Background: an optimization exercise with open tools, aiming at small area and a short achievable clock period. Do not read the settings as production practice.
Only simulation tests tie the RTL to the original design; equivalence was not proved.
Power is estimated from default activity; no workload was simulated.

## flow/design.v

```verilog
module tmds_r(
	input wire clk,
	input wire rst_c,
	input wire [2:0] c,
	output wire inv
);
	reg [3:0] h;
	wire [3:0] hn;
	always @(posedge clk) h <= rst_c ? 4'd4 : hn;
	assign hn[0] = (h[0] & h[2] & !c[1]) | (!h[0] & !h[2] & !h[3] & !c[1]) | (h[3] & c[1]) | (h[0] & !h[2] & c[1]) | (h[2] & !h[3] & c[2]) | (!h[0] & h[2] & !c[0] & c[1]);
	assign hn[1] = (h[1] & h[2] & !c[1]) | (!h[1] & !h[2] & c[0] & c[1]) | (h[2] & h[3] & !c[0] & !c[2]) | (!h[0] & h[1] & !c[0] & !c[1]) | (h[2] & h[3] & c[0] & !c[1]) | (h[0] & !h[1] & !h[2] & c[2]) | (h[0] & !h[1] & h[2] & !c[0] & c[1]) | (h[0] & h[1] & !h[2] & !c[0] & c[1]) | (!h[0] & !h[1] & !h[2] & !h[3] & c[0]);
	assign hn[2] = (h[1] & c[1]) | (!h[1] & !h[2] & !c[0] & !c[2]) | (h[2] & c[2]) | (h[2] & c[0] & c[1]) | (!h[2] & h[3] & !c[2]) | (!h[0] & h[1] & !c[2]) | (h[0] & !h[2] & c[0] & !c[1]) | (h[0] & h[1] & c[2]);
	assign hn[3] = (h[3] & c[2]) | (h[0] & !h[2] & !c[0] & !c[1] & !c[2]) | (!h[0] & h[1] & !c[0] & c[1]) | (h[1] & h[2] & c[0] & c[1]) | (!h[0] & h[2] & !h[3] & c[0] & c[1]) | (h[0] & h[1] & !h[2] & !c[1] & !c[2]);
	assign inv = (!h[2] & !h[3] & !c[0] & !c[2]) | (h[3] & c[0]) | (h[0] & h[2] & c[0]) | (h[3] & c[2]) | (h[0] & h[2] & c[2]) | (h[2] & c[0] & !c[1]);
endmodule
module tmds_g(
	input wire clk,
	input wire rst_c,
	input wire [2:0] c,
	output wire inv
);
	reg [3:0] h;
	wire [3:0] hn;
	always @(posedge clk) h <= rst_c ? 4'd3 : hn;
	assign hn[0] = (!h[2] & !h[3] & !c[1] & !c[2]) | (!h[0] & h[3] & c[1]) | (!h[0] & h[3] & c[2]) | (!h[0] & !h[1] & h[3] & c[0]) | (!h[0] & h[1] & !h[2] & !c[1]);
	assign hn[1] = (h[1] & c[1]) | (!h[1] & !h[3] & !c[1]) | (h[1] & c[2]) | (h[3] & c[0] & !c[1]) | (!h[2] & h[3] & c[1]) | (!h[1] & h[2] & !c[1] & !c[2]) | (!h[2] & c[2]);
	assign hn[2] = (h[0]) | (h[2] & !h[3]);
	assign hn[3] = (!h[1] & h[3] & c[1]) | (h[1] & !h[3] & !c[1] & !c[2]) | (!h[1] & h[3] & c[2]) | (h[2] & !h[3] & !c[1] & !c[2]) | (h[0] & h[2] & c[0]) | (h[1] & h[2] & !h[3] & !c[1]);
	assign inv = (!h[0] & !h[3] & c[1]) | (h[3] & !c[0] & !c[1]) | (!h[3] & c[0] & !c[1]) | (h[0] & c[2]);
endmodule
module tmds_b(
	input wire clk,
	input wire rst_c,
	input wire [2:0] c,
	output wire inv
);
	reg [3:0] h;
	wire [3:0] hn;
	always @(posedge clk) h <= rst_c ? 4'd2 : hn;
	assign hn[0] = (h[0] & !h[1] & !h[2]) | (h[2] & !h[3] & c[1]) | (!h[2] & h[3] & !c[1] & !c[2]) | (h[2] & c[2]) | (!h[0] & !h[3] & c[1]) | (!h[2] & h[3] & !c[0] & c[1]) | (h[0] & !h[2] & !c[1] & !c[2]) | (h[2] & c[0] & c[1]) | (!h[0] & !h[3] & c[2]) | (!h[0] & h[2] & !c[0] & !c[1]);
	assign hn[1] = (h[0] & c[1]) | (!h[1] & !h[3]) | (h[0] & c[2]) | (h[3] & c[0] & !c[1]) | (!h[0] & !h[1] & !c[0] & !c[2]) | (!h[3] & c[0] & c[1]);
	assign hn[2] = (!h[1] & !h[2] & !h[3] & c[1]) | (h[1] & h[2] & !c[1] & !c[2]) | (!h[0] & !h[2] & c[0] & c[1]) | (!h[0] & !h[1] & !h[2] & !c[0] & !c[1]) | (!h[1] & !h[2] & !h[3] & c[2]) | (h[0] & !h[1] & h[3] & !c[0] & c[1]) | (h[0] & !h[1] & h[3] & c[0] & !c[1]) | (h[1] & h[3] & !c[0] & !c[1] & !c[2]);
	assign hn[3] = (!h[2] & !h[3] & !c[1] & !c[2]) | (h[1] & h[2]) | (!h[0] & c[2]) | (!h[1] & h[3] & c[0] & c[1]) | (!h[1] & h[3] & c[2]) | (!h[0] & !h[1] & !h[2] & c[0]) | (!h[0] & !h[2] & h[3] & c[1]);
	assign inv = (!h[3] & c[2]) | (!h[3] & c[0] & !c[1]) | (h[3] & c[0] & c[1]) | (h[0] & !h[3] & !c[0] & c[1]) | (h[3] & !c[0] & !c[1] & !c[2]) | (!h[0] & h[1] & c[0]);
endmodule
module gol(
	input wire clk,
	input wire rst,
	input wire [2:0] left,
	input wire [2:0] right,
	input wire [9:0] x,
	input wire [9:0] y,
	output reg [2:0] cls
);
	function automatic life(input [1:0] vl, input [1:0] vr, input [1:0] u, input self);
		reg [3:0] n;
		begin
			n = vl + vr + u;
			life = n == 4'd3 || (n == 4'd2 && self);
		end
	endfunction
	function automatic [1:0] vsum(input a, input b, input c);
		vsum = a + b + c;
	endfunction
	function automatic [1:0] hsum(input a, input b);
		hsum = a + b;
	endfunction
	reg [10:0] dc;
	always @(posedge clk) begin
		if (rst) dc <= 0;
		else dc <= dc[10] ? 11'd0 : dc + 11'd1;
	end
	wire step = dc == 11'd1023;
	wire turn = dc >= 11'd1014 && dc <= 11'd1022;
	reg [71:0] ring;
	wire [7:0] rrow[0:8];
	genvar gp;
	generate
		for (gp = 0; gp < 9; gp = gp + 1) begin : rr
			assign rrow[gp] = ring[gp*8 +: 8];
		end
	endgenerate
	wire [1:0] ev_v[0:9];
	wire [8:1] ev;
	genvar gc;
	generate
		assign ev_v[0] = 2'd0;
		assign ev_v[9] = 2'd0;
		for (gc = 1; gc <= 8; gc = gc + 1) begin : evv
			assign ev_v[gc] = vsum(rrow[1][gc-1], rrow[2][gc-1], rrow[3][gc-1]);
		end
		for (gc = 1; gc <= 8; gc = gc + 1) begin : evc
			assign ev[gc] = life(ev_v[gc-1], ev_v[gc+1], hsum(rrow[1][gc-1], rrow[3][gc-1]), rrow[2][gc-1]);
		end
	endgenerate
	reg [5:0] q[0:8];
	reg [1:0] z[0:3];
	integer i;
	always @(posedge clk) begin
		q[0] <= ev[7:2];
		for (i = 1; i < 9; i = i + 1) q[i] <= q[i-1];
		z[0] <= {ev[8], ev[1]};
		for (i = 1; i < 4; i = i + 1) z[i] <= z[i-1];
	end
	wire [4:0] el, er;
	wire [1:0] lv[2:6];
	wire [1:0] rv[2:6];
	assign lv[2] = vsum(1'b0, 1'b0, left[0]);
	assign lv[3] = vsum(1'b0, left[0], left[1]);
	assign lv[4] = vsum(left[0], left[1], left[2]);
	assign lv[5] = vsum(left[1], left[2], 1'b0);
	assign lv[6] = vsum(left[2], 1'b0, 1'b0);
	assign rv[2] = vsum(1'b0, 1'b0, right[0]);
	assign rv[3] = vsum(1'b0, right[0], right[1]);
	assign rv[4] = vsum(right[0], right[1], right[2]);
	assign rv[5] = vsum(right[1], right[2], 1'b0);
	assign rv[6] = vsum(right[2], 1'b0, 1'b0);
	generate
		for (gp = 2; gp <= 6; gp = gp + 1) begin : edge_cells
			wire [1:0] u1 = hsum(rrow[gp-1][0], rrow[gp+1][0]);
			wire [1:0] v2 = vsum(rrow[gp-1][1], rrow[gp][1], rrow[gp+1][1]);
			wire [1:0] v7 = vsum(rrow[gp-1][6], rrow[gp][6], rrow[gp+1][6]);
			wire [1:0] u8 = hsum(rrow[gp-1][7], rrow[gp+1][7]);
			assign el[gp-2] = life(lv[gp], v2, u1, rrow[gp][0]);
			assign er[gp-2] = life(v7, rv[gp], u8, rrow[gp][7]);
		end
	endgenerate
	wire [71:0] nb;
	generate
		for (gp = 0; gp < 9; gp = gp + 1) begin : nbr
			if (gp >= 2 && gp <= 6) begin : mid
				assign nb[gp*8 +: 8] = {er[gp-2], q[(10 - gp) % 9], el[gp-2]};
			end else begin : outer
				assign nb[gp*8 +: 8] = {z[(10 - gp) % 9][1], q[(10 - gp) % 9], z[(10 - gp) % 9][0]};
			end
		end
	endgenerate
	localparam [71:0] GLIDER = (72'd1 << (6*8 + 6-1)) | (72'd1 << (7*8 + 7-1))
		| (72'd1 << (8*8 + 5-1)) | (72'd1 << (8*8 + 6-1)) | (72'd1 << (8*8 + 7-1));
	always @(posedge clk) begin
		if (rst) ring <= GLIDER;
		else if (step) ring <= nb;
		else if (turn) ring <= {ring[7:0], ring[71:8]};
	end
	function automatic [2:0] tri_count(input [71:0] bb, input integer c);
		tri_count = (bb[0*8+c-1] & bb[1*8+c-1] & bb[2*8+c-1])
			+ (bb[1*8+c-1] & bb[2*8+c-1] & bb[3*8+c-1])
			+ (bb[5*8+c-1] & bb[6*8+c-1] & bb[7*8+c-1])
			+ (bb[6*8+c-1] & bb[7*8+c-1] & bb[8*8+c-1])
			+ (bb[7*8+c-1] & bb[8*8+c-1] & bb[0*8+c-1]);
	endfunction
	reg [8:0] l_score, r_score;
	always @(posedge clk) begin
		if (rst) begin
			l_score <= 0;
			r_score <= 0;
		end else if (step) begin
			r_score <= r_score + tri_count(ring, 1);
			l_score <= l_score + tri_count(ring, 8);
		end
	end
	wire [4:0] xc = x[9:5];
	wire [4:0] yc = y[9:5];
	wire grid = x[4:0] == 0 || y[4:0] == 0;
	wire yin = yc >= 3 && yc <= 11;
	wire [3:0] row = yc - 5'd3;
	wire [3:0] col = xc - 5'd5;
	reg [3:0] pos;
	wire row_up = x == 10'd799 && y[4:0] == 5'd31;
	wire frame_up = x == 10'd799 && y == 10'd524;
	always @(posedge clk) begin
		if (rst) pos <= 4'd6;
		else case ({row_up, frame_up, turn})
			3'b100, 3'b011: pos <= pos == 4'd8 ? 4'd0 : pos + 4'd1;
			3'b010: pos <= pos >= 4'd7 ? pos - 4'd7 : pos + 4'd2;
			3'b001: pos <= pos == 4'd0 ? 4'd8 : pos - 4'd1;
			default: pos <= pos;
		endcase
	end
	reg alive;
	always @(*) begin
		alive = 1'b0;
		for (int r = 0; r < 9; r++)
			for (int c = 1; c < 9; c++)
				alive = alive | (pos == r && col == c && rrow[r][c-1]);
		alive = alive | (col == 0 && ((row == 3 && left[0]) || (row == 4 && left[1]) || (row == 5 && left[2])));
		alive = alive | (col == 9 && ((row == 3 && right[0]) || (row == 4 && right[1]) || (row == 5 && right[2])));
	end
	localparam [2:0] CK = 3'd0, CW = 3'd1, CG = 3'd2, CL = 3'd3, CR = 3'd4, CX = 3'd7;
	always @(*) begin
		if (grid) cls = CG;
		else if (xc == 1 && yin) cls = l_score[row] ? CL : CK;
		else if (xc == 18 && yin) cls = r_score[row] ? CR : CK;
		else if (xc < 5 || xc > 14 || !yin) cls = CK;
		else cls = alive ? CK : CW;
	end
endmodule
`default_nettype none
module top(
	input wire clk,
	input wire rst,
	input wire [2:0] left,
	input wire [2:0] right,
	output wire [9:0] tmds_ch0,
	output wire [9:0] tmds_ch1,
	output wire [9:0] tmds_ch2,
	output wire [5:0] leds
);
	assign leds[5:0] = {left, right};
	reg [9:0] x;
	reg [9:0] y;
	always @(posedge clk) begin
		if (rst) begin
			x <= 0;
			y <= 0;
		end else if (x == 10'd799) begin
			x <= 0;
			y <= y == 10'd524 ? 10'd0 : y + 10'd1;
		end else x <= x + 10'd1;
	end
	wire [2:0] cls;
	gol gol(clk, rst, left, right, x, y, cls);
	reg [2:0] cls1;
	localparam [2:0] CK = 3'd0, CW = 3'd1, CG = 3'd2, CL = 3'd3, CR = 3'd4, CX = 3'd7;
	always @(posedge clk) cls1 <= rst ? CX : cls;
	wire x0 = x == 10'd0;
	wire de_p = x >= 10'd1 && x <= 10'd640 && y < 10'd480;
	wire hs_p = !(x >= 10'd657 && x <= 10'd752);
	wire vs_p = !((y == 10'd490 && x >= 10'd657) || y == 10'd491 || y == 10'd492 || (y == 10'd493 && x0));
	reg [2:0] c2;
	reg de2, vs2, hs2;
	always @(posedge clk) begin
		c2 <= cls1;
		de2 <= de_p;
		vs2 <= vs_p;
		hs2 <= hs_p;
	end
	wire rst_c = c2 == CX;
	wire inv_r, inv_g, inv_b;
	tmds_r r_t(clk, rst_c, c2, inv_r);
	tmds_g g_t(clk, rst_c, c2, inv_g);
	tmds_b b_t(clk, rst_c, c2, inv_b);
	reg [8:0] qm_r, qm_g, qm_b;
	always @(*) begin
		case (c2)
			CK: begin qm_r = 9'h100; qm_g = 9'h100; qm_b = 9'h100; end
			CW: begin qm_r = 9'h0ff; qm_g = 9'h0ff; qm_b = 9'h0ff; end
			CG: begin qm_r = 9'h108; qm_g = 9'h1f8; qm_b = 9'h1fe; end
			CL: begin qm_r = 9'h17b; qm_g = 9'h13d; qm_b = 9'h023; end
			default: begin qm_r = 9'h13d; qm_g = 9'h023; qm_b = 9'h07e; end
		endcase
	end
	wire [9:0] r_enc = {inv_r, qm_r[8], qm_r[7:0] ^ {8{inv_r}}};
	wire [9:0] g_enc = {inv_g, qm_g[8], qm_g[7:0] ^ {8{inv_g}}};
	wire [9:0] b_enc = {inv_b, qm_b[8], qm_b[7:0] ^ {8{inv_b}}};
	reg [9:0] ctl;
	always @(*) begin
		case ({vs2, hs2})
			2'b00: ctl = 10'b1101010100;
			2'b01: ctl = 10'b0010101011;
			2'b10: ctl = 10'b0101010100;
			default: ctl = 10'b1010101011;
		endcase
	end
	assign tmds_ch0 = de2 ? b_enc : ctl;
	assign tmds_ch1 = de2 ? g_enc : 10'b1101010100;
	assign tmds_ch2 = de2 ? r_enc : 10'b1101010100;
endmodule
```

## flow/flow/run.sh

```bash
#!/bin/bash
# The standard layout (standard.sh: ORFS with the standard flow's synthesis script
# and steps), with these changes:
#  - synthesis maps the logic with flow/abc.script, an area-oriented ABC
#    script, in place of ORFS's abc_speed.script (a copy of ORFS's scripts
#    folder with that one file replaced), and without the adder step
#    (ADDER_MAP_FILE empty), so ABC maps all of the logic. The registers
#    and their names are those of the standard synthesis;
#  - the port buffers are sky130_fd_sc_hd__buf_1 rather than the cell
#    buffer_ports picks by itself (a slow clkdlybuf4s50_1).
#  - clock tree synthesis inserts no dummy loads;
#  - repair_timing aims for 8.2 ns of setup slack (SETUP_SLACK_MARGIN), so
#    it sizes up the few gates and buffers on the longest paths.
# ORFS's own logs are under orfs/logs; make's output is in flow_standard.log.
set -euo pipefail
cd "$(dirname "$0")/.."
rm -rf scripts_abc
cp -r "$FLOW_HOME/scripts" scripts_abc
cp flow/abc.script scripts_abc/abc_speed.script
export BUFFER_PORTS_ARGS="-buffer_cell sky130_fd_sc_hd__buf_1"
export CTS_ARGS="-sink_clustering_enable -repair_clock_nets -sink_clustering_size 16 -sink_clustering_max_diameter 60 -buf_list sky130_fd_sc_hd__clkbuf_8 -dont_use_dummy_load"
bash standard.sh SCRIPTS_DIR="$PWD/scripts_abc" ADDER_MAP_FILE= SETUP_SLACK_MARGIN=8.2 finish > flow_standard.log 2>&1
```

## flow/flow/abc.script

```
strash
&get -n
&st
&dch -f
&nf -R 1000
&put
mfs2 -a
strash
&get -n
&st
&dch -f
&nf -R 1000
&put
mfs2 -a
strash
&get -n
&st
&dch -f
&nf -R 1000
&put
mfs2 -a
strash
&get -n
&st
&dch -f
&nf -R 1000
&put
topo
```

## flow/standard.sh

```bash
#!/bin/bash
# synth_recipe.tcl (not shown) runs the flow's synth.tcl, then flattens the netlist and writes it again
# the make line also repeats each setting of config.mk as NAME=value (left out here)
make -C /OpenROAD-flow-scripts/flow DESIGN_CONFIG=/design/flow/config.mk WORK_HOME=/design/flow/orfs CLKGATE_MAP_FILE= SYNTH_SCRIPT=/design/flow/synth_recipe.tcl "${@:-finish}"
```

## flow/config.mk

```make
export PLATFORM = sky130hd
export DESIGN_NAME = top
export DESIGN_NICKNAME = top
export VERILOG_FILES = /design/flow/design.v
export SDC_FILE = /design/flow/constraint.sdc
export NUM_CORES = 4
export LEC_CHECK = 0
export CAP_MARGIN = 20
export CORE_MARGIN = 2
export CORE_UTILIZATION = 60
export PLACE_DENSITY = 0.8
export SLEW_MARGIN = 20
```

## flow/constraint.sdc

```tcl
create_clock -name core_clock -period 14.0 [get_ports {clk}]
set_input_delay 2.8000 -clock core_clock [delete_from_list [all_inputs] [get_ports {clk}]]
set_output_delay 2.8000 -clock core_clock [all_outputs]
set_load 0.01 [all_outputs]
```

==> summary.txt, run 1 <==
number of max-cap violations=0; post-detailed-route count of antenna-violating nets=0; number of diodes=0; CP Data Required Time=approximately 11,000 ps; fill cell total of the finished layout=1,397; synthesis-to-finish area growth=8.52%; net count after synthesis=1,175; fraction of power consumed by sequential logic=58.8%; Reg2Reg Launch Point=gol.dc[8]$_SDFF_PP0_; initial antenna violation count=0; sequential-to-total area share from yosys stat=41.8%; average cell area after synthesis=8.53 um2; top-area cell type share of the netlist area=41.8%; power density over cell area=101 nW/um2; Reg clk slew, reported paths=90 ps; Routed WL per cell=17.8 um; number of top-level design ports=44; critical path data arrival time=3010 ps; Max FO, Critical Path=2; nature of the critical path endpoint=output port; Net Sw Frac=~28%; overflow left after global routing=0; vias in the first global route=8,401; Critical Setup Path Class=in -> out; Final Total Pwr=0.00109 W; run status=no timing/DRC/antenna violations; maximum VDD drop=between 80 and 90 uV; net total in the final layout=around 1,200; final hold violation count=0; Die H=between 100 and 150 um; cell count after synthesis=between 1,000 and 1,500; worst slew margin relative to its limit=31.7%; total negative setup slack=0 ps; setup repair after global routing missed its margin=true; number of DRC violations after detailed routing=0; number of core rows=47; library cell with the largest summed area after synthesis=dfxtp_1; net switching power=0.000304 W; Cell Chain, Critical Path=buf_12 > buf_6; H-tree level count=1; top cells by area, synth=dfxtp_1, nor2_1, a222oi_1; via count=between 9,000 and 10,000; Cell variety after synth=53; maximum number of pins on one net before global-route repair=78; minimum period implied by the final worst setup slack=a little under 6000 ps; Clk Tree Root Cell=clkbuf_8; static leakage=3.61 nW; starting density of the core=60.7%; die width=133 um; global routing usage summed across all routing layers=28.4%; worst-margin pin slew=1020 ps; worst hold path class=reg -> reg; initial DRC count=between 1,000 and 1,500; final critical-path share of the clock period=41.5%; total die area=17,600 um2; final estimated routing congestion in global placement=0.899; Seq cells post-synth=208; Slowest Stage Delay on Critical Path=110 ps; number of clock buffers inserted by TritonCTS=18; part of the power in combinational logic=13.5%; number of flops mapped to enable cells by yosys=0; kind of start point of the critical path=input port; TritonCTS Sinks=208; placeable core area=16,400 um2; number of I/O port buffers=43; Final HPWL DP=around 17,000 um; CTS tree=done; primary flip-flop cell chosen by synthesis mapping=dfxtp_1; aggregate routed wire length=25,800 um; Clock Path Buffers=3; share of layout cells above drive strength 1=~4.2%; DRT Pass-1 Iters=9; largest delay contributor family on the critical path=buffers and inverters; final number of setup-violating endpoints=0; final core utilization=65.9%; Slew Viols, Final=0; hold-fix buffer count after cts=0; startpoint of the worst hold path=cls1[2]$_SDFF_PP1_; Internal=between 0.0007 and 0.0008 W; Yosys warnings=7; vias per cell=6.48; critical path buffer and inverter count=2; share of synthesized registers carrying an async set or reset=0%; clock insertion delay at the later pin of the skew report=520 ps; Post-Synthesis Cell Area=9960 um2; first-pass GRT wire length=approximately 42,000 um; Slowest cell on crit path=buf_6; share of total power in the clock network=between 20% and 30%; Clock Skews=42.2 ps; FMAX=approximately 0.17 GHz; crit path launch=right[0]
power by group through the flow:
stage | clock (W) | combinational (W) | sequential [W]
2_1_floorplan | 0 | 0.000109 | 0.000643
3_3_place_gp | 0 | 0.000136 | 0.000651
3_5_place_dp | 0 | 0.000139 | 0.000653
4_1_cts | 0.000307 | 0.000144 | 0.000638
5_1_grt | 0.000328 | 0.000164 | 0.000644
6_report | 0.000301 | 0.000147 | 0.000640
registers in the layout, summed over array words and instances (netlist names):
signal,count
gol.q,54
gol.z,8
gol.pos,4
x,10
y,10
g_t.h,4
cls1,3
r_t.h,4
c2,3
gol.r_score,9
hs2,1
vs2,1
de2,1
gol.dc,11
gol.ring,72
gol.l_score,9
b_t.h,4
synth_stat cells, types with 3 or more instances:
library cell	number
dfxtp_1	208
xnor2_1	82
o21ai_0	51
nor3_1	56
and3_1	16
a2111oi_0	4
nand4_1	6
a22oi_1	20
nor4_1	7
a21oi_1	97
maj3_1	15
a31oi_1	9
buf_4	10
nand2b_1	11
xor2_1	26
o21a_1	11
or2_0	8
nor2_1	197
nand2_1	90
a21boi_0	3
a222oi_1	73
o211ai_1	8
o31ai_1	10
a211oi_1	20
nand3_1	28
clkinv_1	23
and2_0	14
nor2b_1	10
a221oi_1	8
o22ai_1	10
o2111ai_1	4
mux4_2	3
worst paths after layout:
check / to / slack, ps / cells past startpoint
max: leds[0] / 8190 / 2
min: c2[2]$_DFF_P_ / 330 / 0
max reg2reg: gol.pos[0]$_SDFFE_PP0P_ / 10430 / 13
min reg2reg: c2[2]$_DFF_P_ / 330 / 0
cells in the final DEF, fill, tap and decap left out, types with 13 or more instances in the layout:
cell and n:
clkbuf_8 18, maj3_1 15, dfxtp_1 206, nor2_1 195
xor2_1 26, xnor2_1 82, nand2_1 90, a22oi_1 20
buf_1 30, o21ai_0 50, a21oi_1 97, a222oi_1 73
nand3_1 28, nor3_1 56, and3_1 16, and2_0 13
clkinv_1 23, a211oi_1 20
final cells by class:
type	count	area, um2	area share (%)
inverter	23	86.3	0.799
multi-input combinational	926	5660	52.4
timing repair buffer	54	370	3.43
tap	220	275	2.55
sequential	208	4170	38.6
clock buffer	18	248	2.29
per-stage QoR:
stage	instance area [um2]	instances	hold WS, ps	setup WS, ps
5_1_grt	10800	1449	351	8190
3_5_place_dp	10400	1424	314	7900
2_1_floorplan	9960	1167	310	8280
3_3_place_gp	10400	1424	312	7910
6_report	10800	1449	334	8190
4_1_cts	10800	1447	337	8170
repair_timing:
item / CTS / global route
endpoints found under the setup margin: 9 / 21
gates resized for setup: 37 / 5
hold endpoints to repair: 0 / 0
setup buffers: 5 / 2
cell families after synthesis:
group	synth area share, %
compound gates	24.6
simple gates	20.2
mux	0.779
fa+ha+maj	1.51
xor+xnor	9.50
buf+inv	1.62
flops	41.8
layer usage:
metal	global-route usage [%]	wire length (um)	vias up
li1	-	-	4524
met1	39.5	11300	4440
met2	45.4	11800	380
met3	4.67	2010	51
met4	8.84	614	0
met5	0	0	-
==> inputs of run 2 (changes only) <==
--- a/flow/design.v
+++ b/flow/design.v
@@ -84,8 +84,8 @@
 	wire [8:1] ev;
 	genvar gc;
 	generate
-		assign ev_v[0] = 2'd0;
-		assign ev_v[9] = 2'd0;
+		assign ev_v[0] = {1'b0, step && left[0]};
+		assign ev_v[9] = {1'b0, step && right[0]};
 		for (gc = 1; gc <= 8; gc = gc + 1) begin : evv
 			assign ev_v[gc] = vsum(rrow[1][gc-1], rrow[2][gc-1], rrow[3][gc-1]);
 		end
@@ -103,20 +103,20 @@
 		for (i = 1; i < 4; i = i + 1) z[i] <= z[i-1];
 	end
 	wire [4:0] el, er;
-	wire [1:0] lv[2:6];
-	wire [1:0] rv[2:6];
-	assign lv[2] = vsum(1'b0, 1'b0, left[0]);
+	wire [1:0] lv[3:6];
+	wire [1:0] rv[3:6];
 	assign lv[3] = vsum(1'b0, left[0], left[1]);
 	assign lv[4] = vsum(left[0], left[1], left[2]);
 	assign lv[5] = vsum(left[1], left[2], 1'b0);
 	assign lv[6] = vsum(left[2], 1'b0, 1'b0);
-	assign rv[2] = vsum(1'b0, 1'b0, right[0]);
 	assign rv[3] = vsum(1'b0, right[0], right[1]);
 	assign rv[4] = vsum(right[0], right[1], right[2]);
 	assign rv[5] = vsum(right[1], right[2], 1'b0);
 	assign rv[6] = vsum(right[2], 1'b0, 1'b0);
 	generate
-		for (gp = 2; gp <= 6; gp = gp + 1) begin : edge_cells
+		assign el[0] = ev[1];
+		assign er[0] = ev[8];
+		for (gp = 3; gp <= 6; gp = gp + 1) begin : edge_cells
 			wire [1:0] u1 = hsum(rrow[gp-1][0], rrow[gp+1][0]);
 			wire [1:0] v2 = vsum(rrow[gp-1][1], rrow[gp][1], rrow[gp+1][1]);
 			wire [1:0] v7 = vsum(rrow[gp-1][6], rrow[gp][6], rrow[gp+1][6]);
==> run 2 against run 1 <==
Effect of this change: wire length is 2.9% lower; core utilization grew 1.4 points; via count down 1.2%; first-iteration DRC count decreased by 7.8%; worst hold slack got worse by 3.0 ps; count of clock-buffer cells in the layout is the same; total power down 1.9%; clock skew is essentially flat; sequential cell count did not move; non-clock buffer count increased by 1; critical path type unchanged.
==> summary.txt, run 2 <==
die width=132 um; final hold violation count=0; CP Data Required Time=11,200 ps; Slew Viols, Final=0; number of diodes=0; final critical-path share of the clock period=41.6%; global routing usage summed across all routing layers=27.6%; maximum VDD drop=88.2 uV; share of synthesized registers carrying an async set or reset=0%; Worst R2R End=gol.r_score[8]$_SDFFE_PP0P_; fill cell total of the finished layout=1,393; vias in the first global route=8,275; Cell variety after synth=48; via count=9,284; net total in the final layout=about 1,200; aggregate routed wire length=25,000 um; total negative setup slack=0 ps; power density over cell area=between 90 and 100 nW/um2; static leakage=3.68 nW; worst hold path class=reg -> reg; Post-Synthesis Cell Area=9900 um2; net switching power=roughly 0.00029 W; CTS tree=done; overflow left after global routing=0; primary flip-flop cell chosen by synthesis mapping=dfxtp_1; clock insertion delay at the later pin of the skew report=between 500 and 600 ps; library cell with the largest summed area after synthesis=dfxtp_1; cells on worst reg2reg path=10; number of top-level design ports=44; vias per cell=around 6.4; crit path launch=left[0]; DRT Pass-1 Iters=11; Final HPWL DP=17,200 um; top library cells by usage in the layout, fill and taps aside=nor2_1, dfxtp_1, nand2_1; number of flops mapped to enable cells by yosys=0; Final Total Pwr=0.00107 W; final number of setup-violating endpoints=0; Slowest Stage Delay on Critical Path=approximately 120 ps; net count after synthesis=1,180; synth cell count leaders=nor2_1, dfxtp_1, nand2_1, a21oi_1, a222oi_1; WHS Path Cells=0; placeable core area=16,000 um2; largest delay contributor family on the critical path=buffers and inverters; Cell Chain, Critical Path=buf_12 > buf_6; Clock Path Buffers=3; minimum period implied by the final worst setup slack=about 5800 ps; total die area=about 18,000 um2; worst slew margin relative to its limit=43.9%; critical path data arrival time=about 3000 ps; sequential-to-total area share from yosys stat=42.1%; fraction of power consumed by sequential logic=between 50% and 60%; nature of the critical path endpoint=output port; first-pass GRT wire length=40,900 um; final estimated routing congestion in global placement=a little under 0.9; Net Sw Frac=27.2%; end point of the worst hold path=c2[0]$_DFF_P_; Reg clk slew, reported paths=90 ps; setup repair after global routing missed its margin=true; share of layout cells above drive strength 1=4.13%; Seq cells post-synth=208; number of DRC violations after detailed routing=0; worst-margin pin slew=838 ps; number of flip-flops under the largest register name=72; average cell area after synthesis=around 8.4 um2; Internal=0.000777 W; Clk Tree Root Cell=clkbuf_8; placed cell areas=10,300 um2; startpoint of the worst hold path=cls1[0]$_SDFF_PP1_; Die H=132 um; share of total power in the clock network=27.9%; Critical Setup Path Class=in -> out; Routed WL per cell=~17 um; Reg2Reg Launch Point=gol.dc[0]$_SDFF_PP0_; Max FO, Critical Path=2; critical path buffer and inverter count=2; part of the power in combinational logic=12.5%; cell with the most instances after synthesis=nor2_1; kind of start point of the critical path=input port; number of core rows=46; top-area cell type share of the netlist area=42.1%; Clock Skews=42.0 ps; cell count after synthesis=1,172; FMAX=roughly 0.17 GHz; H-tree level count=1; synthesis-to-finish area growth=8.72%; initial antenna violation count=0; post-detailed-route count of antenna-violating nets=0; TritonCTS Sinks=about 210; top cells by area, synth=dfxtp_1, nor2_1, a222oi_1; initial DRC count=about 1,200; post-route standard cell area excluding fillers=10,800 um2; final core utilization=67.3%; number of clock buffers inserted by TritonCTS=18; top flop regs=gol.ring (72), gol.q (54), gol.dc (11); starting density of the core=61.9%; largest register by flop count=gol.ring; Yosys warnings=7; Slowest cell on crit path=buf_6; most common cell after layout, fill and taps aside=nor2_1; maximum number of pins on one net before global-route repair=75; Register-to-Register Setup Slack=10,570 ps; number of max-cap violations=0; number of I/O port buffers=43; run status=no timing/DRC/antenna violations
run 2: cell type report:
cell class | instances | area, um2 | share of cell area (%)
Inverter | 11 | 41.3 | 0.384
Sequential cell | 208 | 4170 | 38.7
Tap cell | 216 | 270 | 2.51
Clock buffer | 18 | 248 | 2.30
Timing Repair Buffer | 55 | 383 | 3.56
Multi-Input combinational cell | 943 | 5660 | 52.5
run 2: layer usage:
layer / up-vias / wire [um] / GRT usage, %
met2: 381 / 11600 / 45.0
met1: 4334 / 10900 / 38.0
met4: 0 / 750 / 8.54
met3: 60 / 1790 / 4.02
li1: 4509 / - / -
met5: - / 0 / 0
run 2: repair_timing:
action	in CTS	in global routing
resized for setup	40	3
buffers inserted	6	2
hold buffers	0	0
pin swaps	0	0
setup endpoints to repair	6	17
run 2: how the worst max path moves through the flow:
stage | end | slack (ps) | cells after the start
2_1_floorplan | leds[0] | 8280 | 1
3_3_place_gp | leds[3] | 7830 | 2
3_5_place_dp | leds[3] | 7820 | 2
4_1_cts | leds[3] | 8170 | 2
5_1_grt | leds[3] | 8170 | 2
6_report | leds[3] | 8170 | 2
run 2: kinds of logic after synthesis:
| family | Yosys count | share of synthesized area (%) |
|---|---|---|
| XOR/XNOR | 106 | 9.38 |
| adder cells (fa/ha/maj) | 18 | 1.82 |
| AO/OA/AOI/OAI | 312 | 22.5 |
| multiplexers | 2 | 0.215 |
| flip-flops | 208 | 42.1 |
| buffers and inverters | 21 | 1.18 |
| AND/OR/NAND/NOR | 505 | 22.9 |
run 2: power groups by stage:
stage | Combinational [W] | Sequential, W | Clock (W)
global route | 0.000149 | 0.000638 | 0.000324
floorplan | 0.0000989 | 0.000639 | 0
finish | 0.000134 | 0.000635 | 0.000298
global placement | 0.000123 | 0.000647 | 0
CTS | 0.000132 | 0.000633 | 0.000303
detailed placement | 0.000126 | 0.000647 | 0
run 2: per-stage QoR:
stage | setup WS [ps] | std cells | hold slack [ps]
3_5_place_dp | 7820 | 1425 | 312
6_report | 8170 | 1451 | 331
2_1_floorplan | 8280 | 1172 | 310
5_1_grt | 8170 | 1451 | 333
4_1_cts | 8170 | 1449 | 334
3_3_place_gp | 7830 | 1425 | 313
==> inputs of run 3 (changes only) <==
--- a/flow/flow/run.sh
+++ b/flow/flow/run.sh
@@ -18,5 +18,5 @@
 cp -r "$FLOW_HOME/scripts" scripts_abc
 cp flow/abc.script scripts_abc/abc_speed.script
 export BUFFER_PORTS_ARGS="-buffer_cell sky130_fd_sc_hd__buf_1"
-export CTS_ARGS="-sink_clustering_enable -repair_clock_nets -sink_clustering_size 16 -sink_clustering_max_diameter 60 -buf_list sky130_fd_sc_hd__clkbuf_8 -dont_use_dummy_load"
+export CTS_ARGS="-sink_clustering_enable -repair_clock_nets -sink_clustering_size 10 -sink_clustering_max_diameter 40 -buf_list sky130_fd_sc_hd__clkbuf_4 -dont_use_dummy_load"
 bash standard.sh SCRIPTS_DIR="$PWD/scripts_abc" ADDER_MAP_FILE= SETUP_SLACK_MARGIN=8.2 finish > flow_standard.log 2>&1
==> run 3 against run 2 <==
Effect of this change: sequential cell count unchanged; sequential share of layout area increased by 0.15 points; first-iteration DRC count decreased by 3.3%; wire length is 0.49% higher; combinational power about the same; worst hold slack lost 6.3 ps; count of clock-buffer cells in the layout up 11; fmax about the same; still clean on timing, DRC and antenna; clock power down 6%; worst setup slack lost 2.3 ps.
==> summary.txt, run 3 <==
minimum period implied by the final worst setup slack=about 5800 ps; cell count after synthesis=1,172; Clk Tree Root Cell=clkbuf_4; most common cell after layout, fill and taps aside=nor2_1; synthesis-to-finish area growth=8.33%; Critical Setup Path Class=in -> out; primary flip-flop cell chosen by synthesis mapping=dfxtp_1; CTS tree=done; post-detailed-route count of antenna-violating nets=0; final hold violation count=0; net total in the final layout=between 1,000 and 1,500; synth cell count leaders=nor2_1, dfxtp_1, nand2_1, a21oi_1, a222oi_1; static leakage=3.67 nW; power density over cell area=97.8 nW/um2; top flop regs=gol.ring (72), gol.q (54), gol.dc (11); H-tree level count=1; overflow left after global routing=0; Slowest Stage Delay on Critical Path=about 120 ps; post-placement setup slack=7820 ps; aggregate routed wire length=25,200 um; Max FO, Critical Path=3; clock insertion delay at the later pin of the skew report=670 ps; Clock Path Buffers=3; share of synthesized cell area in full adder, half adder and majority cells=1.82%; Post-Synthesis Cell Area=just under 10,000 um2; library cell with the largest summed area after synthesis=dfxtp_1; final number of setup-violating endpoints=0; top cells by area, synth=dfxtp_1, nor2_1, a222oi_1; nature of the critical path endpoint=output port; share of layout cells above drive strength 1=4.98%; via count=9,338; die width=132 um; initial antenna violation count=1; kind of start point of the critical path=input port; final estimated routing congestion in global placement=0.894; Reg clk slew, reported paths=100 ps; cell with the most instances after synthesis=nor2_1; number of DRC violations after detailed routing=0; placeable core area=16,000 um2; maximum number of pins on one net before global-route repair=75; maximum VDD drop=64.5 uV; run status=no timing/DRC/antenna violations; Yosys warnings=7; hold-fix buffer count after cts=0; Cell variety after synth=48; critical path buffer and inverter count=2; total die area=17,500 um2; TritonCTS Sinks=208; net count after synthesis=1,180; Final HPWL DP=17,200 um; number of flip-flops under the largest register name=between 70 and 80; share of synthesized registers carrying an async set or reset=0%; critical path data arrival time=around 3000 ps; first-pass GRT wire length=approximately 41,000 um; worst slew margin relative to its limit=44.1%; share of cell area taken by muxes after synthesis=0.215%; Die H=132 um; Final Total Pwr=approximately 0.0010 W; post-synthesis share of cell area spent on xor and xnor gates=9.38%; Cell Chain, Critical Path=buf_12 > buf_6; FMAX=between 0.15 and 0.2 GHz; top-area cell type share of the netlist area=42.1%; average cell area after synthesis=8.45 um2; number of max-cap violations=0; Slew Viols, Final=0; worst hold path class=reg -> reg; smallest setup slack after layout=8170 ps; number of core rows=46; number of I/O port buffers=43; vias in the first global route=8,347; largest register by flop count=gol.ring; sequential-to-total area share from yosys stat=42.1%; global routing usage summed across all routing layers=roughly 28%; starting density of the core=61.9%; setup repair after global routing missed its margin=true; Seq cells post-synth=208; Slowest cell on crit path=buf_6; number of clock buffers inserted by TritonCTS=29; DRT Pass-1 Iters=13; number of flops mapped to enable cells by yosys=0; Clock Skews=43.3 ps; largest delay contributor family on the critical path=buffers and inverters; worst-margin pin slew=approximately 840 ps; vias per cell=about 6.4; final critical-path share of the clock period=41.6%; share of the synthesized area in compound gates (AO/OA/AOI/OAI)=22.5%; Routed WL per cell=17.2 um; largest family of logic cells by synthesized area=simple AND/OR/NAND/NOR gates; top library cells by usage in the layout, fill and taps aside=nor2_1, dfxtp_1, nand2_1; CP Data Required Time=11,200 ps; simple-gate share of the synthesized area=a little under a quarter; number of top-level design ports=44; initial DRC count=1,195; total negative setup slack=0 ps
-- run 3: cell types whose count changed in the layout (fill, tap and decap cells not counted) --
cell,delta
buf_4,-2
clkbuf_4,+29
clkbuf_8,-18
dfxtp_1,-1
dfxtp_2,+1
diode_2,+1
nor2b_1,-1
nor2b_2,+1
-- run 3: kinds of logic after synthesis --
family,count (synthesis)
fa+ha+maj,18
compound gates,312
simple gates,505
xor+xnor,106
flops,208
buf+inv,21
mux,2
-- run 3: metal layers --
| layer | up-vias | wire length, um | share of wire (%) | GRT usage (%) |
|---|---|---|---|---|
| li1 | 4545 | - | - | - |
| met2 | 384 | 11500 | 46 | 44.5 |
| met5 | - | 0 | 0 | 1.39 |
| met3 | 56 | 2040 | 8.1 | 5.02 |
| met1 | 4353 | 10900 | 43 | 38.2 |
| met4 | 0 | 691 | 2.7 | 9.14 |
-- run 3: final cells by class --
type | instances | area, um2
Clock buffer | 29 | 218
Timing Repair Buffer | 53 | 368
Sequential cell | 208 | 4170
Inverter | 11 | 41.3
Tap cell | 216 | 270
Fill cell | 1395 | 5280
Antenna cell | 1 | 2.50
Multi-Input combinational cell | 943 | 5660
-- run 3: timing repair --
| action | CTS | global route |
|---|---|---|
| setup buffers | 5 | 1 |
| resized for setup | 37 | 8 |
| setup endpoints to repair | 17 | 23 |
-- run 3: worst paths after layout --
| path | startpoint | endpoint | slack, ps | cells past startpoint |
|---|---|---|---|---|
| hold / removal | gol.q[7][4]$_DFF_P_ | gol.q[8][4]$_DFF_P_ | 320 | 0 |
| hold reg to reg | gol.q[7][4]$_DFF_P_ | gol.q[8][4]$_DFF_P_ | 320 | 0 |
| setup / recovery | left[0] | leds[3] | 8170 | 2 |
| setup reg to reg | gol.dc[0]$_SDFF_PP0_ | gol.r_score[8]$_SDFFE_PP0P_ | 10580 | 10 |
-- run 3: through the flow --
step / hold WS [ps] / instances / utilization [%] / instance area [um2]
after detailed placement: 312 / 1425 / 64.5 / 10300
after global routing: 326 / 1461 / 67.0 / 10700
after CTS: 294 / 1459 / 66.8 / 10700
after global placement: 313 / 1425 / 64.4 / 10300
after floorplan: 310 / 1172 / - / 9900
final: 325 / 1461 / 67.0 / 10700
-- run 3: power breakdown --
part	internal, W	switching [W]
sequential	0.000604	0.0000307
combinational	0.0000568	0.0000767
clock	0.0000945	0.000185
total	0.000756	0.000293
==> inputs of run 4 (changes only) <==
--- a/flow/config.mk
+++ b/flow/config.mk
@@ -7,6 +7,6 @@
 export LEC_CHECK = 0
 export CAP_MARGIN = 20
 export CORE_MARGIN = 2
-export CORE_UTILIZATION = 60
-export PLACE_DENSITY = 0.8
+export CORE_UTILIZATION = 70
+export PLACE_DENSITY = 0.9
 export SLEW_MARGIN = 20
==> run 4 against run 3 <==
Effect of this change: design area about the same; fmax about the same; clock skew up 18 ps; critical path depth unchanged; worst hold slack worse by 41 ps; core utilization up 10 points; sequential cell count unchanged; critical endpoint unchanged; largest cell class unchanged.
==> summary.txt, run 4 <==
total negative setup slack=0 ps; cells on worst reg2reg path=14; fraction of power consumed by sequential logic=60.4%; power density over cell area=a little under 100 nW/um2; hold-fix buffer count after cts=0; cell with the most instances after synthesis=nor2_1; worst hold path class=reg -> reg; CP Data Required Time=11,200 ps; largest delay contributor family on the critical path=buffers and inverters; maximum number of pins on one net before global-route repair=75; setup repair after global routing missed its margin=true; initial DRC count=1,569; vias in the first global route=8,304; share of total power in the clock network=26.8%; number of DRC violations after detailed routing=0; placeable core area=13,800 um2; final number of setup-violating endpoints=0; Max FO, Critical Path=4; final estimated routing congestion in global placement=about 0.9; Cell Count, Final, Fillers Out=1,429; largest register by flop count=gol.ring; CTS tree=done; die width=123 um; most common cell after layout, fill and taps aside=nor2_1; starting density of the core=71.6%; sequential-to-total area share from yosys stat=42.1%; top flop regs=gol.ring (72), gol.q (54), gol.dc (11); Slowest Stage Delay on Critical Path=120 ps; WHS Path Cells=0; Routed WL per cell=17.4 um; number of clock buffers inserted by TritonCTS=30; Clock Skews=61.3 ps; count of placed standard cells including taps=1,391; Die H=between 100 and 150 um; Internal=0.000759 W; post-route standard cell area excluding fillers=10,700 um2; final critical-path share of the clock period=41.6%; H-tree level count=1; share of synthesized registers carrying an async set or reset=0%; initial antenna violation count=0; Cell variety after synth=48; net switching power=about 0.00029 W; Slew Viols, Final=0; aggregate routed wire length=approximately 25,000 um; final hold violation count=0; worst-margin pin slew=822 ps; critical path data arrival time=3030 ps; top cells by area, synth=dfxtp_1, nor2_1, a222oi_1; via count=9,509; number of top-level design ports=44; minimum period implied by the final worst setup slack=around 5800 ps; Net Sw Frac=about 28%; Post-Synthesis Cell Area=9900 um2; FMAX=~0.17 GHz; number of core rows=43; first-pass GRT wire length=about 40,000 um; number of flip-flops under the largest register name=a little over 70; TritonCTS Sinks=208; number of diodes=0; run status=no timing/DRC/antenna violations; Cell Chain, Critical Path=buf_12 > buf_6; nature of the critical path endpoint=output port; synthesis-to-finish area growth=8.23%; number of flops mapped to enable cells by yosys=0; placed cell areas=10,300 um2; Slowest cell on crit path=buf_6; part of the power in combinational logic=12.8%; Reg clk slew, reported paths=roughly 100 ps; Clk Tree Root Cell=clkbuf_4; maximum VDD drop=around 84 uV; primary flip-flop cell chosen by synthesis mapping=dfxtp_1; post-detailed-route count of antenna-violating nets=0; Yosys warnings=7; global routing usage summed across all routing layers=~33%; total die area=15,100 um2; Critical Setup Path Class=in -> out; synth cell count leaders=nor2_1, dfxtp_1, nand2_1, a21oi_1, a222oi_1; share of layout cells above drive strength 1=5.20%; worst slew margin relative to its limit=a little under half; overflow left after global routing=0; kind of start point of the critical path=input port; Final HPWL DP=16,600 um; Clock Path Buffers=3; logic depth of the worst setup path including buffers=2; number of I/O port buffers=43; DRT Pass-1 Iters=10; critical path buffer and inverter count=2; average cell area after synthesis=8.45 um2; cell count after synthesis=1,172; library cell with the largest summed area after synthesis=dfxtp_1; clock insertion delay at the later pin of the skew report=~670 ps; Seq cells post-synth=~210; top library cells by usage in the layout, fill and taps aside=nor2_1, dfxtp_1, nand2_1; static leakage=around 3.7 nW; net count after synthesis=1,180; number of max-cap violations=0; net total in the final layout=1,259; top-area cell type share of the netlist area=between 40% and 50%; vias per cell=6.65
-- run 4: area by class of cell --
class,count,area (um2)
Sequential cell,208,4170
Fill cell,1003,3110
Multi-Input combinational cell,943,5650
Tap cell,180,225
Timing Repair Buffer,57,408
Clock buffer,30,225
Inverter,11,41.3
-- run 4: metrics by stage --
stage | utilization (%) | total power (W) | hold slack, ps | setup slack (ps)
floorplan | - | 0.000738 | 310 | 8280
global placement | 74.4 | 0.000769 | 311 | 7860
detailed placement | 74.4 | 0.000773 | 313 | 7840
CTS | 77.2 | 0.00105 | 286 | 8100
global route | 77.5 | 0.00110 | 292 | 8170
finish | 77.5 | 0.00105 | 284 | 8170
-- run 4: kinds of logic (layout without fill, tap and decap cells) --
kind of cell / count (synthesis) / in the layout / synth area share [%]
multiplexers: 2 / 2 / 0.215
buffers and inverters: 21 / 98 / 1.18
flip-flops: 208 / 208 / 42.1
adder cells (fa/ha/maj): 18 / 18 / 1.82
AND/OR/NAND/NOR: 505 / 505 / 22.9
XOR/XNOR: 106 / 106 / 9.38
AO/OA/AOI/OAI: 312 / 312 / 22.5
-- run 4: per-layer routing --
metal / GRT usage [%] / part of all wire [%]
met1: 44.3 / 41
met2: 53.6 / 46
met3: 4.15 / 9.3
met4: 13.4 / 3.3
met5: 0 / 0
-- run 4: worst paths after layout --
check / start / endpoint / slack [ps]
setup / recovery: left[0] / leds[3] / 8170
hold / removal: gol.q[3][5]$_DFF_P_ / gol.q[4][5]$_DFF_P_ / 280
setup reg to reg: gol.ring[16]$_SDFFE_PP0P_ / gol.r_score[8]$_SDFFE_PP0P_ / 10600
hold reg to reg: gol.q[3][5]$_DFF_P_ / gol.q[4][5]$_DFF_P_ / 280
-- run 4: what timing repair did --
| action | in CTS | in global routing |
|---|---|---|
| gates resized for setup | 39 | 8 |
| setup endpoints to repair | 11 | 22 |
| pin swaps | 0 | 0 |
| setup buffers | 5 | 3 |
-- run 4: power by group through the flow --
stage | clock network [W] | logic [W] | registers (W)
floorplan | 0 | 0.0000989 | 0.000639
global placement | 0 | 0.000122 | 0.000646
detailed placement | 0 | 0.000126 | 0.000647
CTS | 0.000284 | 0.000132 | 0.000633
global route | 0.000308 | 0.000151 | 0.000638
finish | 0.000281 | 0.000135 | 0.000635
==> inputs of run 5 (changes only) <==
--- a/flow/flow/run.sh
+++ b/flow/flow/run.sh
@@ -8,7 +8,8 @@
 #    and their names are those of the standard synthesis;
 #  - the port buffers are sky130_fd_sc_hd__buf_1 rather than the cell
 #    buffer_ports picks by itself (a slow clkdlybuf4s50_1).
-#  - clock tree synthesis inserts no dummy loads;
+#  - clock tree synthesis uses sky130_fd_sc_hd__clkbuf_4 in clusters of at
+#    most 10 flip-flops within 40 um, and inserts no dummy loads;
 #  - repair_timing aims for 8.2 ns of setup slack (SETUP_SLACK_MARGIN), so
 #    it sizes up the few gates and buffers on the longest paths.
 # ORFS's own logs are under orfs/logs; make's output is in flow_standard.log.
--- a/flow/config.mk
+++ b/flow/config.mk
@@ -7,6 +7,6 @@
 export LEC_CHECK = 0
 export CAP_MARGIN = 20
 export CORE_MARGIN = 2
-export CORE_UTILIZATION = 70
-export PLACE_DENSITY = 0.9
+export CORE_UTILIZATION = 60
+export PLACE_DENSITY = 0.8
 export SLEW_MARGIN = 20
==> run 5 against run 4 <==
Effect of this change: clock skew fell by 18 ps; die area rose by 16%; register-to-register slack got worse by 20 ps; wire length rose by 1.0%; core utilization fell by 10 points; worst setup slack got worse by 0.54 ps; combinational power barely moved; non-clock buffer count fell by 4; largest power group unchanged.
==> summary.txt, run 5 <==
critical path data arrival time=3030 ps; post-detailed-route count of antenna-violating nets=0; average cell area after synthesis=8.45 um2; Worst R2R End=gol.r_score[8]$_SDFFE_PP0P_; Cell Chain, Critical Path=buf_12 > buf_6; part of the power in combinational logic=12.7%; critical path buffer and inverter count=2; Reg clk slew, reported paths=~100 ps; Clock Path Buffers=3; startpoint of the worst hold path=gol.q[7][4]$_DFF_P_; net switching power=0.000293 W; top cells by area, synth=dfxtp_1, nor2_1, a222oi_1; TritonCTS Sinks=208; FMAX=0.172 GHz; die width=~130 um; worst hold path class=reg -> reg; kind of start point of the critical path=input port; Slowest Stage Delay on Critical Path=120 ps; cell with the most instances after synthesis=nor2_1; Die H=132 um; Slowest cell on crit path=buf_6; aggregate routed wire length=25,200 um; cell count after synthesis=1,172; run status=no timing/DRC/antenna violations; number of clock buffers inserted by TritonCTS=29; top flop regs=gol.ring (72), gol.q (54), gol.dc (11); share of synthesized registers carrying an async set or reset=0%; final estimated routing congestion in global placement=around 0.89; H-tree level count=1; minimum period implied by the final worst setup slack=5830 ps; nature of the critical path endpoint=output port; share of total power in the clock network=26.7%; placeable core area=16,000 um2; Final Total Pwr=about 0.0010 W; library cell with the largest summed area after synthesis=dfxtp_1; initial antenna violation count=1; number of I/O port buffers=43; sequential-to-total area share from yosys stat=between 40% and 50%; top-area cell type share of the netlist area=42.1%; Final HPWL DP=17,200 um; final critical-path share of the clock period=41.6%; largest delay contributor family on the critical path=buffers and inverters; number of DRC violations after detailed routing=0; DRT Pass-1 Iters=13; Net Sw Frac=between 20% and 30%; maximum number of pins on one net before global-route repair=between 70 and 80; worst-margin pin slew=835 ps; Critical Setup Path Class=in -> out; placed cell areas=10,300 um2; global routing usage summed across all routing layers=27.9%; synthesis-to-finish area growth=8.33%; Register-to-Register Setup Slack=10,580 ps; final hold violation count=0; primary flip-flop cell chosen by synthesis mapping=dfxtp_1; number of core rows=46; most common cell after layout, fill and taps aside=nor2_1; count of placed standard cells including taps=1,425; Reg2Reg Launch Point=gol.dc[0]$_SDFF_PP0_; Post-Synthesis Cell Area=9900 um2; via count=between 9,000 and 10,000; final number of setup-violating endpoints=0; number of top-level design ports=44; power density over cell area=just under 100 nW/um2; Cell variety after synth=48; CP Data Required Time=11,200 ps; synth cell count leaders=nor2_1, dfxtp_1, nand2_1, a21oi_1, a222oi_1; Internal=0.000756 W; Cell Count, Final, Fillers Out=1,461; total die area=17,500 um2; initial DRC count=1,195; hold-fix buffer count after cts=0; first-pass GRT wire length=41,200 um; overflow left after global routing=0; vias in the first global route=8,347; post-route standard cell area excluding fillers=10,700 um2; setup repair after global routing missed its margin=true; Max FO, Critical Path=3; share of layout cells above drive strength 1=4.98%; Yosys warnings=7; Slew Viols, Final=0; number of flip-flops under the largest register name=72; largest register by flop count=gol.ring; number of flops mapped to enable cells by yosys=0; Seq cells post-synth=208; net total in the final layout=around 1,300; worst slew margin relative to its limit=between 40% and 50%; top library cells by usage in the layout, fill and taps aside=nor2_1, dfxtp_1, nand2_1; maximum VDD drop=64.5 uV; total negative setup slack=0 ps; vias per cell=approximately 6.4; WHS Path Cells=0; starting density of the core=approximately three fifths; cells on worst reg2reg path=10; Clk Tree Root Cell=clkbuf_4; CTS tree=done; static leakage=3.67 nW; end point of the worst hold path=gol.q[8][4]$_DFF_P_; net count after synthesis=approximately 1,200; number of max-cap violations=0; Clock Skews=~43 ps; fraction of power consumed by sequential logic=between 60% and 70%; Routed WL per cell=17.2 um; clock insertion delay at the later pin of the skew report=670 ps; final core utilization=67.0%
## run 5: cell counts after synthesis
Identical to the previous run, type by type.
## run 5: repair_timing
| action | in CTS | in global routing |
|---|---|---|
| buffers inserted | 5 | 1 |
| setup endpoints to repair | 17 | 23 |
| resized for setup | 37 | 8 |
| pin swaps | 0 | 0 |
## run 5: routing by layer
metal / part of all wire (%) / vias up / global-route usage [%]
met5: 0 / - / 1.39
met4: 2.7 / 0 / 9.14
met3: 8.1 / 56 / 5.02
met2: 46 / 384 / 44.5
met1: 43 / 4353 / 38.2
li1: - / 4545 / -
## run 5: final cells by class
| type | instances | area, um2 |
|---|---|---|
| sequential | 208 | 4170 |
| fill | 1395 | 5280 |
| clock buffer | 29 | 218 |
| multi-input combinational | 943 | 5660 |
| tap | 216 | 270 |
| timing repair buffer | 53 | 368 |
| inverter | 11 | 41.3 |
| antenna | 1 | 2.50 |
## run 5: how the worst max path moves through the flow
stage               startpoint  endpoint  slack, ps  cells after the start
global route           left[0]   leds[3]       8170                      2
floorplan             right[0]   leds[0]       8280                      1
CTS                    left[0]   leds[3]       8090                      2
finish                 left[0]   leds[3]       8170                      2
detailed placement     left[0]   leds[3]       7820                      2
global placement       left[0]   leds[3]       7830                      2
## run 5: cells by family after synthesis
kind of cell	share of synthesized area (%)
AND/OR/NAND/NOR	22.9
AO/OA/AOI/OAI	22.5
flip-flops	42.1
XOR/XNOR	9.38
buffers and inverters	1.18
adder cells (fa/ha/maj)	1.82
multiplexers	0.215
## run 5: per-stage QoR
stage	hold slack (ps)	worst slack (ps)
floorplan	310	8280
global placement	313	7830
detailed placement	312	7820
CTS	294	8090
global route	326	8170
finish	325	8170
## run 5: power by group through the flow
stage	clock network, W	registers (W)	logic [W]
after floorplan	0	0.000639	0.0000989
after global placement	0	0.000647	0.000123
after detailed placement	0	0.000647	0.000126
after CTS	0.000287	0.000633	0.000132
after global routing	0.000313	0.000638	0.000148
final	0.000280	0.000635	0.000134
==> inputs of run 6 (changes only) <==
--- a/flow/flow/run.sh
+++ b/flow/flow/run.sh
@@ -20,4 +20,4 @@
 cp flow/abc.script scripts_abc/abc_speed.script
 export BUFFER_PORTS_ARGS="-buffer_cell sky130_fd_sc_hd__buf_1"
 export CTS_ARGS="-sink_clustering_enable -repair_clock_nets -sink_clustering_size 10 -sink_clustering_max_diameter 40 -buf_list sky130_fd_sc_hd__clkbuf_4 -dont_use_dummy_load"
-bash standard.sh SCRIPTS_DIR="$PWD/scripts_abc" ADDER_MAP_FILE= SETUP_SLACK_MARGIN=8.2 finish > flow_standard.log 2>&1
+bash standard.sh SCRIPTS_DIR="$PWD/scripts_abc" ADDER_MAP_FILE= SETUP_SLACK_MARGIN=8.3 finish > flow_standard.log 2>&1
==> run 6 against run 5 <==
Effect of this change: non-clock buffer count up 3; register-to-register slack worse by 370 ps; fmax about the same; critical path depth unchanged; die area unchanged; critical path type unchanged.
==> summary.txt, run 6 <==
clock insertion delay at the later pin of the skew report=680 ps; vias per cell=approximately 6.4; Yosys warnings=7; die width=132 um; total die area=17,500 um2; Slew Viols, Final=0; cell count after synthesis=between 1,000 and 1,500; number of core rows=between 40 and 50; via count=between 9,000 and 10,000; post-route worst hold slack=~280 ps; Internal=0.000762 W; largest delay contributor family on the critical path=buffers and inverters; Clock Skews=58.9 ps; area taken by multi-input logic gates=5660 um2; critical path buffer and inverter count=2; net switching power=0.000294 W; run status=no timing/DRC/antenna violations; Slowest Stage Delay on Critical Path=120 ps; number of flip-flops under the largest register name=72; hold-fix buffer count after cts=0; maximum number of pins on one net before global-route repair=79; number of top-level design ports=44; placed cell areas=10,300 um2; top library cells by usage in the layout, fill and taps aside=nor2_1, dfxtp_1, nand2_1; post-detailed-route count of antenna-violating nets=0; initial antenna violation count=1; number of I/O port buffers=43; Reg clk slew, reported paths=100 ps; TritonCTS Sinks=approximately 210; number of max-cap violations=0; Slowest cell on crit path=buf_8; top-area cell type share of the netlist area=42.1%; global routing usage summed across all routing layers=28.1%; net total in the final layout=1,259; nature of the critical path endpoint=output port; maximum VDD drop=~77 uV; net count after synthesis=1,180; worst slew margin relative to its limit=a little over two fifths; cell with the most instances after synthesis=nor2_1; share of layout cells above drive strength 1=between 5 and 6%; CTS tree=done; placeable core area=16,000 um2; part of the power in combinational logic=12.6%; FMAX=0.171 GHz; synth cell count leaders=nor2_1, dfxtp_1, nand2_1, a21oi_1, a222oi_1; Clock Path Buffers=3; final critical-path share of the clock period=approximately two fifths; Critical Setup Path Class=in -> out; primary flip-flop cell chosen by synthesis mapping=dfxtp_1; top cells by area, synth=dfxtp_1, nor2_1, a222oi_1; Final HPWL DP=about 17,000 um; sequential-to-total area share from yosys stat=42.1%; aggregate routed wire length=25,100 um; number of DRC violations after detailed routing=0; vias in the first global route=roughly 8,500; Max FO, Critical Path=4; Cell variety after synth=48; average cell area after synthesis=8.45 um2; synthesis-to-finish area growth=8.72%; Post-Synthesis Cell Area=9900 um2; most common cell after layout, fill and taps aside=nor2_1; largest register by flop count=gol.ring; flip-flop and latch area=between 4000 and 5000 um2; final number of setup-violating endpoints=0; static leakage=3.69 nW; final hold violation count=0; Clk Tree Root Cell=clkbuf_4; Die H=132 um; initial DRC count=1,314; post-route standard cell area excluding fillers=10,800 um2; library cell with the largest summed area after synthesis=dfxtp_1; final estimated routing congestion in global placement=0.906; minimum period implied by the final worst setup slack=roughly 5800 ps; H-tree level count=1; Routed WL per cell=17.2 um; overflow left after global routing=0; total negative setup slack=0 ps; fraction of power consumed by sequential logic=60.0%; Cell Chain, Critical Path=buf_12 > buf_8; DRT Pass-1 Iters=12; setup repair after global routing missed its margin=true; Seq cells post-synth=208; worst hold path class=reg -> reg; fill cell total of the finished layout=about 1,400; share of synthesized registers carrying an async set or reset=0%; Net Sw Frac=27.8%; starting density of the core=61.9%; first-pass GRT wire length=41,600 um; CP Data Required Time=11,200 ps; share of total power in the clock network=27.4%; number of flops mapped to enable cells by yosys=0; power density over cell area=98.1 nW/um2; kind of start point of the critical path=input port; worst-margin pin slew=841 ps; top flop regs=gol.ring (72), gol.q (54), gol.dc (11); critical path data arrival time=3030 ps; number of clock buffers inserted by TritonCTS=31
[run 6: cell type report]
cell class | instances | area share (%)
timing repair buffer | 56 | 3.66
multi-input combinational | 943 | 52.5
clock buffer | 31 | 2.16
tap | 216 | 2.51
inverter | 11 | 0.384
sequential | 208 | 38.7
antenna | 1 | 0.0232
[run 6: cells by family after synthesis]
group / count (synthesis) / synth area share, %
AO/OA/AOI/OAI: 312 / 22.5
XOR/XNOR: 106 / 9.38
adder cells (fa/ha/maj): 18 / 1.82
buffers and inverters: 21 / 1.18
flip-flops: 208 / 42.1
multiplexers: 2 / 0.215
AND/OR/NAND/NOR: 505 / 22.9
[run 6: repair_timing]
action,4_1_cts,5_1_grt
buffers inserted,5,3
gates resized for setup,37,11
pin swaps,0,0
endpoints found under the setup margin,17,24
[run 6: per-layer routing]
layer | GRT usage [%] | share of wire [%]
met5 | 0 | 0
met4 | 9.56 | 2.7
met3 | 4.52 | 7.9
met2 | 44.9 | 45
met1 | 38.7 | 44
[run 6: through the flow]
step                      power [W]  cells  worst slack [ps]  util [%]
after detailed placement   0.000772   1426              7840      64.5
after global placement     0.000769   1426              7840      64.5
after CTS                   0.00106   1462              8060      66.9
after global routing        0.00111   1466              8170      67.3
final                       0.00106   1466              8170      67.3
after floorplan            0.000738   1172              8300         -
[run 6: worst paths after layout]
path	cells past startpoint	end	slack [ps]	from
max	2	leds[3]	8170	left[0]
min	0	gol.z[2][1]$_DFF_P_	280	gol.z[1][1]$_DFF_P_
max reg2reg	12	gol.ring[16]$_SDFFE_PP0P_	10210	gol.dc[0]$_SDFF_PP0_
min reg2reg	0	gol.z[2][1]$_DFF_P_	280	gol.z[1][1]$_DFF_P_
[run 6: power groups by stage]
stage / Clock, W / Sequential (W) / Combinational, W
final: 0.000289 / 0.000634 / 0.000133
after global routing: 0.000323 / 0.000638 / 0.000148
after CTS: 0.000295 / 0.000633 / 0.000131
after detailed placement: 0 / 0.000646 / 0.000125
after global placement: 0 / 0.000647 / 0.000123
after floorplan: 0 / 0.000639 / 0.0000994
==> inputs of run 7 (changes only) <==
--- a/flow/flow/run.sh
+++ b/flow/flow/run.sh
@@ -18,6 +18,6 @@
 rm -rf scripts_abc
 cp -r "$FLOW_HOME/scripts" scripts_abc
 cp flow/abc.script scripts_abc/abc_speed.script
-export BUFFER_PORTS_ARGS="-buffer_cell sky130_fd_sc_hd__buf_1"
+export BUFFER_PORTS_ARGS="-buffer_cell sky130_fd_sc_hd__buf_2"
 export CTS_ARGS="-sink_clustering_enable -repair_clock_nets -sink_clustering_size 10 -sink_clustering_max_diameter 40 -buf_list sky130_fd_sc_hd__clkbuf_4 -dont_use_dummy_load"
 bash standard.sh SCRIPTS_DIR="$PWD/scripts_abc" ADDER_MAP_FILE= SETUP_SLACK_MARGIN=8.3 finish > flow_standard.log 2>&1
==> run 7 against run 6 <==
Effect of this change: clock power decreased by 4%; design area up 0.26%; sequential share of layout area shrank 0.099 points; cell count is 0.20% lower; first-iteration DRC count shrank 10%; critical path type unchanged; global-route usage decreased by 0.52 points; largest cell class unchanged.
==> summary.txt, run 7 <==
Slowest cell on crit path=buf_8; minimum period implied by the final worst setup slack=5830 ps; fill cell total of the finished layout=1,399; Clock Path Buffers=3; cells on worst reg2reg path=12; fraction of power consumed by sequential logic=60.5%; worst slew margin relative to its limit=45.3%; Net Sw Frac=27.4%; kind of start point of the critical path=input port; net switching power=approximately 0.00029 W; library cell with the largest summed area after synthesis=dfxtp_1; final hold violation count=0; largest delay contributor family on the critical path=buffers and inverters; final estimated routing congestion in global placement=roughly 0.94; power density over cell area=97.2 nW/um2; number of max-cap violations=0; Max FO, Critical Path=4; hold-fix buffer count after cts=0; global routing usage summed across all routing layers=27.5%; DRT Pass-1 Iters=10; TritonCTS Sinks=~210; placed cell areas=10,400 um2; final number of setup-violating endpoints=0; placeable core area=around 16,000 um2; most common cell after layout, fill and taps aside=nor2_1; share of synthesized registers carrying an async set or reset=0%; cell with the most instances after synthesis=nor2_1; area taken by multi-input logic gates=5660 um2; critical path data arrival time=3030 ps; number of DRC violations after detailed routing=0; run status=no timing/DRC/antenna violations; average cell area after synthesis=8.45 um2; die width=~130 um; part of the power in combinational logic=a little over an eighth; Routed WL per cell=16.9 um; critical path buffer and inverter count=2; post-route standard cell area excluding fillers=10,800 um2; H-tree level count=1; Clk Tree Root Cell=clkbuf_4; Cell variety after synth=48; total negative setup slack=0 ps; Post-Synthesis Cell Area=about 10000 um2; share of total power in the clock network=26.4%; setup repair after global routing missed its margin=true; Cell Chain, Critical Path=buf_12 > buf_8; Internal=0.000761 W; post-detailed-route count of antenna-violating nets=0; maximum VDD drop=71.0 uV; FMAX=0.172 GHz; sequential-to-total area share from yosys stat=42.1%; synthesis-to-finish area growth=9.00%; Seq cells post-synth=roughly 210; vias per cell=6.41; logic depth of the worst setup path including buffers=2; Yosys warnings=7; via count=9,377; number of core rows=46; synth cell count leaders=nor2_1, dfxtp_1, nand2_1, a21oi_1, a222oi_1; GR Util met2=a little over two fifths; aggregate routed wire length=24,700 um; number of I/O port buffers=43; top cells by area, synth=dfxtp_1, nor2_1, a222oi_1; Clock Skews=106 ps; flip-flop and latch area=between 4000 and 5000 um2; worst hold path class=reg -> reg; net count after synthesis=~1,200; maximum number of pins on one net before global-route repair=74; Critical Setup Path Class=in -> out; number of clock buffers inserted by TritonCTS=29; Global Route met3 Usage=4.71%; share of layout cells above drive strength 1=7.54%; overflow left after global routing=0; Most Crowded Layer GR=met2; initial antenna violation count=1; final critical-path share of the clock period=41.6%; total die area=17,500 um2; first-pass GRT wire length=40,800 um; worst-margin pin slew=821 ps; number of flip-flops under the largest register name=72; vias in the first global route=8,138; starting density of the core=61.9%; number of top-level design ports=44; top flop regs=gol.ring (72), gol.q (54), gol.dc (11); nature of the critical path endpoint=output port; cell count after synthesis=between 1,000 and 1,500; Die H=132 um; grt met1 use=38.8%; number of flops mapped to enable cells by yosys=0; top library cells by usage in the layout, fill and taps aside=nor2_1, dfxtp_1, nand2_1; Final HPWL DP=between 15,000 and 20,000 um; Slowest Stage Delay on Critical Path=120 ps; Reg clk slew, reported paths=roughly 90 ps; WHS Path Cells=0; top-area cell type share of the netlist area=42.1%; clock insertion delay at the later pin of the skew report=between 600 and 700 ps; initial DRC count=1,181; CP Data Required Time=~11,000 ps; net total in the final layout=1,256; primary flip-flop cell chosen by synthesis mapping=dfxtp_1; largest register by flop count=gol.ring; Slew Viols, Final=0; CTS tree=done; static leakage=approximately 3.8 nW
==> run 7: cell counts after synthesis <==
No cell type changed its count.
==> run 7: path summary, 6_finish.rpt <==
kind / from / end / slack, ps
setup / recovery: left[0] / leds[3] / 8170
hold / removal: cls1[2]$_SDFF_PP1_ / c2[2]$_DFF_P_ / 330
setup reg to reg: gol.dc[0]$_SDFF_PP0_ / gol.ring[16]$_SDFFE_PP0P_ / 10410
hold reg to reg: cls1[2]$_SDFF_PP1_ / c2[2]$_DFF_P_ / 330
==> run 7: cell families after synthesis <==
kind of cell / count (synthesis) / share of synthesized area [%]
fa+ha+maj: 18 / 1.82
xor+xnor: 106 / 9.38
simple gates: 505 / 22.9
compound gates: 312 / 22.5
flops: 208 / 42.1
buf+inv: 21 / 1.18
mux: 2 / 0.215
==> run 7: through the flow <==
stage	setup WS, ps	hold slack (ps)	power [W]	instances	util, %
after floorplan	8300	310	0.000738	1172	-
after global placement	8040	312	0.000775	1425	64.8
after detailed placement	8030	314	0.000778	1425	64.8
after CTS	8150	333	0.00106	1459	67.1
after global routing	8170	346	0.00110	1463	67.4
final	8170	331	0.00105	1463	67.4
==> run 7: timing repair <==
action,4_1_cts,5_1_grt
pin swaps,0,0
gates resized for setup,30,6
setup buffers,5,3
endpoints found under the setup margin,17,24
==> run 7: power by group through the flow <==
| stage | clock (W) | sequential (W) | combinational [W] |
|---|---|---|---|
| after detailed placement | 0 | 0.000646 | 0.000131 |
| after global placement | 0 | 0.000647 | 0.000128 |
| after CTS | 0.000286 | 0.000633 | 0.000137 |
| final | 0.000277 | 0.000634 | 0.000138 |
| after floorplan | 0 | 0.000639 | 0.0000994 |
| after global routing | 0.000309 | 0.000638 | 0.000155 |
==> run 7: cell type report <==
class | count | share of cell area [%]
clock buffers | 29 | 2.02
well taps | 216 | 2.50
multi-input cells | 943 | 52.4
diodes | 1 | 0.0232
flip-flops and latches | 208 | 38.6
inverters | 11 | 0.383
repair buffers | 55 | 4.02
==> run 7: routing by layer <==
| layer | vias up | part of all wire, % |
|---|---|---|
| met3 | 44 | 7.9 |
| met1 | 4390 | 44 |
| met2 | 383 | 46 |
| li1 | 4560 | - |
| met4 | 0 | 2.2 |
| met5 | - | 0 |

Check on run 7: ideal ports give 8.170 ns setup slack; a clkbuf_16 on the clock port and buf_2 on the inputs give 8.124 ns; moving port delays by the midpoint clock arrival (0.664 ns) as well gives 8.124 ns.
